Background: an optimization exercise with open tools, aiming at small area. Do not read the settings as production practice. In this exercise RTL edits were held to simulation tests only and were not proved equivalent to the original.

Setup of job 101:
Design Systolic_CONV_MAC_top, start of the top module:
module Systolic_CONV_MAC_top
(
    input clk,
    input rst_n,
    input relu,
    input [2:0] out_data_width,
    input dat_vld,
    input [127:0] dat,
    input CHinKyKx_max_now,
    input Wout_loop_start,
    input Wout_loop_end,
    input CHinKyKxWout_loop_end,
    input wt_vld,
    input [127:0] wt,
    input [2:0] wt_cnt,
    input [5:0] conv_out_shift,
    output reg conv_out_dat_vld,
    output reg [63:0] conv_out_dat
);
reg wfree, wfull;
wire wcopy = wfree & wfull;
always @(posedge clk or negedge rst_n)
if (~rst_n) begin
    wfree <= 1'b1;
    wfull <= 1'b0;
end else begin
    wfree <= (wfree & ~wcopy) | (dat_vld & Wout_loop_end);
    wfull <= (wfull & ~wcopy) | (wt_vld & (wt_cnt == 3'd7));
end
reg [127:0] wl [0:7];
reg [127:0] wa [0:7];
genvar go;
generate
    for (go = 0; go < 8; go = go + 1) begin : g_w
        always @(posedge clk) if (wt_vld & (wt_cnt == go)) wl[go] <= wt;
        always @(posedge clk) if (wcopy) wa[go] <= wl[go];
    end
endgenerate
reg [127:0] dat_r;
always @(posedge clk) dat_r <= dat;
reg v1, e1, m1, f1;
always @(posedge clk or negedge rst_n)
if (~rst_n) {v1, e1, m1, f1} <= 4'd0;
else {v1, e1, m1, f1} <= {dat_vld, Wout_loop_end, CHinKyKx_max_now, CHinKyKxWout_loop_end};
wire [9:0] lo [0:7];
wire [7:0] ci;
wire [8:0] r0 [0:7];
wire [8:0] r1 [0:7];
generate
    for (go = 0; go < 8; go = go + 1) begin : g_dot
        dotp u_dot (dat_r, wa[go], lo[go], ci[go], r0[go], r1[go]);
    end
endgenerate
reg [9:0] lo_q [0:7];
reg [7:0] ci_q;
reg [8:0] r0_q [0:7];
reg [8:0] r1_q [0:7];
integer n;
always @(posedge clk) begin
    ci_q <= ci;
    for (n = 0; n < 8; n = n + 1) begin
        lo_q[n] <= lo[n];
        r0_q[n] <= r0[n];
        r1_q[n] <= r1[n];
    end
end
reg v2, e2, m2, f2;
always @(posedge clk or negedge rst_n)
if (~rst_n) {v2, e2, m2, f2} <= 4'd0;
else {v2, e2, m2, f2} <= {v1, e1, m1, f1};
reg [2:0] ptr;
reg first;
always @(posedge clk or negedge rst_n)
if (~rst_n) begin
    ptr <= 3'd0;
    first <= 1'b1;
end else if (v2) begin
    ptr <= e2 ? 3'd0 : ptr + 3'd1;
    if (f2) first <= 1'b1;
    else if (e2) first <= 1'b0;
end
wire [4:0] sh = conv_out_shift[4:0];
wire [31:0] rnd = (sh == 5'd0) ? 32'd0 : (32'd1 << (sh - 5'd1));
wire fmt8 = (out_data_width == 3'b111);
wire fmt4 = (out_data_width == 3'b011);
  ...
Size in the first run: ~24,000 cells after synthesis, ~4,500 flip-flops, roughly 340 I/O pins, ~340,000 um2 of cells after synthesis.
==> flow/config.mk <==
export PLATFORM = sky130hd
export DESIGN_NAME = Systolic_CONV_MAC_top
export DESIGN_NICKNAME = Systolic_CONV_MAC_top
export VERILOG_FILES = /design/flow/design.v
export SDC_FILE = /design/flow/constraint.sdc
export NUM_CORES = 8
export LEC_CHECK = 0
export CAP_MARGIN = 20
export CORE_MARGIN = 2
export CORE_UTILIZATION = 40
export CTS_CLUSTER_DIAMETER = 80
export CTS_CLUSTER_SIZE = 24
export PLACE_DENSITY = 0.45
export SLEW_MARGIN = 20
export SYNTH_HIERARCHICAL = 1
==> flow/constraint.sdc <==
create_clock -name core_clock -period 8.5 [get_ports {clk}]
set_input_delay 1.7000 -clock core_clock [delete_from_list [all_inputs] [get_ports {clk}]]
set_output_delay 1.7000 -clock core_clock [all_outputs]
set_load 0.01 [all_outputs]
run.sh (not shown) runs the stock make flow with config.mk's settings and CLKGATE_MAP_FILE= SYNTH_SCRIPT=/design/flow/synth_recipe.tcl, a recipe that flattens the netlist after the stock synthesis.
Job 101 finished every step from synthesis to the final layout, and the layout passed the timing, design-rule and antenna checks.
Changes in job 102 relative to job 101:
Settings: CTS_CLUSTER_DIAMETER changed from 80 to 110; CTS_CLUSTER_SIZE changed from 24 to 22.
Notes after the runs:
- In the flow results for job 102 and job 101, the number of clock buffer instances in the layout is larger on job 102.
- Total of endpoints with negative setup slack in the final report: job 101 vs job 102 identical
- Any difference in final cell count between job 101 and job 102 is small enough to ignore.
- Job 102 went all the way through synthesis, placement and routing and the layout is clean on timing, DRC and antenna.
- Comparing job 101 against job 102, there is no change at all in number of flip-flops and latches.
- Average vias per placed instance up 0.024 in job 102 wrt job 101

## afterwards: timing with drivers on the ports
The flow's constraints put no driver on any port. The routed layouts listed below were extracted and timed again, unchanged, in two steps. Step 1 sets driving cells, clkbuf_16 on the clock port and buf_2 on the other inputs (assumed; they add their load-dependent delay and slew). Step 2, shift: input delay + t, output delay - t, t = (earliest + latest rising clock arrival at the registers) / 2. This alone moves slack from input paths to output paths. Slacks: ideal / step 1 / step 2; pairs: ideal / step 1.
run | t (ns) | slack for setup (ns) | hold WS [ns] | latest minus earliest clock arrival (ns) | worst slew at a driven data input, ns
job 101 | 1.268 | 0.189 / 0.189 / -0.575 | 0.346 / 0.346 / 0.346 | 0.126 / 0.127 | 0.19
job 102 | 1.216 | 0.192 / 0.192 / -0.640 | 0.318 / 0.318 / 0.318 | 0.127 / 0.127 | 0.18
With both steps, setup timing fails in job 101 and job 102, where it was met with ideal ports. For job 102, which loses most, drivers alone change the setup slack by 0.000 ns; drivers and shift together by -0.832 ns.
